From an optimization exercise on the open Yosys and OpenROAD flow, aimed at small area; shortcuts taken in it are not production practice.
Only simulation tests tie the RTL to the original design; equivalence was not proved.

// CORDIC_tanInv_sqrt
module CORDIC_tanInv_sqrt(
    output [15:0] X0,
    output [15:0] Y0,
    output [15:0] Z0,
    input  [15:0] Xin,
    input  [15:0] Yin,
    input  [15:0] Zin,
    input  clk
);
    wire t1;
    wire t2;
    wire t3;
    wire t4;
    wire t5;
    wire t6;
    wire t7;
    wire t8;
    wire t9;
    wire t10;
    wire t11;
    wire t12;
    wire t13;
    wire t14;
    wire t15;
    wire s16;
    wire c16;
    wire s17;
    wire c17;
    wire s18;
    wire c18;
    wire s19;
    wire c19;
    wire s20;
    wire c20;
    wire s21;
    wire c21;
    wire s22;
    wire c22;
    wire s23;
    wire c23;
    wire s24;
    wire c24;
    wire s25;
    wire c25;
    wire s26;
    wire c26;
    wire s27;
    wire c27;
    wire s28;
    wire c28;
    wire s29;
    wire c29;
    wire s30;
    wire c30;
    wire t31;
    wire t32;
    wire t33;
    wire t34;
    wire t35;
    wire t36;
    wire t37;
    wire t38;
    wire t39;
    wire t40;
    wire t41;
    wire t42;
    wire t43;
    wire t44;
    wire t45;
    wire t46;
    wire s47;
    wire c47;
    wire s48;
    wire c48;
    wire s49;
    wire c49;
    wire s50;
    wire c50;
    wire s51;
    wire c51;
    wire s52;
    wire c52;
    wire s53;
    wire c53;
    wire s54;
    wire c54;
    wire s55;
    wire c55;
    wire s56;
    wire c56;
    wire s57;
    wire c57;
    wire s58;
    wire c58;
    wire s59;
    wire c59;
    wire s60;
    wire c60;
    wire s61;
    wire c61;
    wire t62;
    wire nn63;
    wire s64;
    wire c64;
    wire s65;
    wire c65;
    wire s66;
    wire c66;
    wire s67;
    wire c67;
    wire s68;
    wire c68;
    wire s69;
    wire c69;
    wire s70;
    wire c70;
    wire s71;
    wire c71;
    wire s72;
    wire c72;
    wire s73;
    wire c73;
    wire t74;
    wire t75;
    wire s76;
    wire c76;
    wire s77;
    wire c77;
    wire t78;
    wire t79;
    wire t80;
    wire t81;
    wire t82;
    wire t83;
    wire t84;
    wire t85;
    wire t86;
    wire t87;
    wire t88;
    wire t89;
    wire t90;
    wire t91;
    wire t92;
    wire t93;
    wire t94;
  ...
clock: 7.0 ns
lec_check: 0
cap_margin: 20
core_margin: 2
core_utilization: 45
cts_buf_list: sky130_fd_sc_hd__clkbuf_4
cts_cluster_diameter: 40
cts_cluster_size: 10
slew_margin: 20
synth_hierarchical: 1
standard.sh (not shown) runs the stock make flow with config.mk's settings and CLKGATE_MAP_FILE= SYNTH_SCRIPT=/design/flow/synth_recipe.tcl, a recipe that flattens the netlist after the stock synthesis.
==> flow/flow/run.sh <==
#!/bin/bash
# Own flow: the standard layout with the smallest buffer as the port buffer and
# a clock tree without dummy loads.
set -euo pipefail
bash standard.sh BUFFER_PORTS_ARGS="-buffer_cell sky130_fd_sc_hd__buf_1" \
  CTS_ARGS="-sink_clustering_enable -repair_clock_nets -buf_list sky130_fd_sc_hd__clkbuf_4 -sink_clustering_size 10 -sink_clustering_max_diameter 40 -dont_use_dummy_load" finish > standard_flow.log 2>&1
==> next run, changes <==
CAP_MARGIN = 0   (was 20)
CORE_UTILIZATION = 70   (was 45)
CTS_BUF_LIST = not set   (was sky130_fd_sc_hd__clkbuf_4)
CTS_CLUSTER_DIAMETER = not set   (was 40)
CTS_CLUSTER_SIZE = not set   (was 10)
SLEW_MARGIN = 0   (was 20)
Outcome: Routed wire length decreases by about 1.6%. Sequential cell count stays the same. Synthesized cell count does not change. Setup slack gets better by 0.038 ns.
==> next run, changes <==
CAP_MARGIN = 20   (was 0)
CORE_UTILIZATION = 45   (was 70)
GPL_TIMING_DRIVEN = 0   (was not set)
SLEW_MARGIN = 20   (was 0)
=> The changed run went through all stages and came out clean. Sequential share of layout area decreases by 2.0 points. Worst setup slack got worse by 0.040 ns. Cell area rose by a few percent. Clock skew rose by 0.040 ns. Area after synthesis does not change.
==> next run, changes <==
==> flow/flow/run.sh (replaced) <==
#!/bin/bash
# Own flow: the standard layout with the smallest buffer as the port buffer and
# a clock tree without dummy loads.
set -euo pipefail
bash standard.sh BUFFER_PORTS_ARGS="-buffer_cell sky130_fd_sc_hd__buf_1" \
  CTS_ARGS="-sink_clustering_enable -repair_clock_nets -buf_list sky130_fd_sc_hd__clkbuf_4 -sink_clustering_size 12 -sink_clustering_max_diameter 40 -dont_use_dummy_load" finish > standard_flow.log 2>&1
CTS_BUF_LIST = sky130_fd_sc_hd__clkbuf_4   (was not set)
CTS_CLUSTER_DIAMETER = 40   (was not set)
CTS_CLUSTER_SIZE = 10   (was not set)
GPL_TIMING_DRIVEN = not set   (was 0)
After rerunning:
- worst setup slack gets better by 0.014 ns
- area after synthesis does not change
- sequential cell count is unchanged
- hold slack gets worse by 0.0075 ns
==> next run, changes <==
==> flow/run.sh (new file) <==
#!/bin/bash
# synth_recipe.tcl (not shown) runs the flow's synth.tcl, then flattens the netlist and writes it again
# the make line also repeats each setting of config.mk as NAME=value (left out here)
make -C /OpenROAD-flow-scripts/flow DESIGN_CONFIG=/design/flow/config.mk WORK_HOME=/design/flow/orfs CLKGATE_MAP_FILE= SYNTH_SCRIPT=/design/flow/synth_recipe.tcl finish
ABC_AREA = 1   (was not set)
CTS_BUF_LIST = sky130_fd_sc_hd__clkbuf_8   (was sky130_fd_sc_hd__clkbuf_4)
CTS_CLUSTER_DIAMETER = 50   (was 40)
CTS_CLUSTER_SIZE = 16   (was 10)
removed: flow/flow/run.sh
removed: flow/standard.sh
What happened: Clock skew drops by 0.092 ns. Clock-buffer cell count drops by 14. Non-clock buffer count stays the same. Register-to-register slack got worse by 0.05 ns. Core utilization climbs by 2.6 points.

what the ideal ports hide:
Ports are ideal in the flow. The routed layouts listed here were re-timed in OpenROAD.
Step 1 sets driving cells, clkbuf_16 on the clock port and buf_2 on the other inputs (assumed; they add their load-dependent delay and slew).
Step 2, shift: input delay + t, output delay - t, t = (earliest + latest rising clock arrival at the registers) / 2. This alone moves slack from input paths to output paths.
Three values: ideal ports, drivers, drivers and shift; two values: the first two.
run	shift t [ns]	slack for setup (ns)	cell pins on the clock port's net
the first run	0.881	0.208 / 0.208 / 0.208	1
the second run	0.838	0.246 / 0.246 / 0.246	1
the third run	0.879	0.206 / 0.206 / 0.206	1
the fourth run	0.885	0.220 / 0.220 / 0.220	1
the fifth run	0.710	0.173 / 0.173 / 0.173	1
After both steps setup and hold are still met in every run listed.
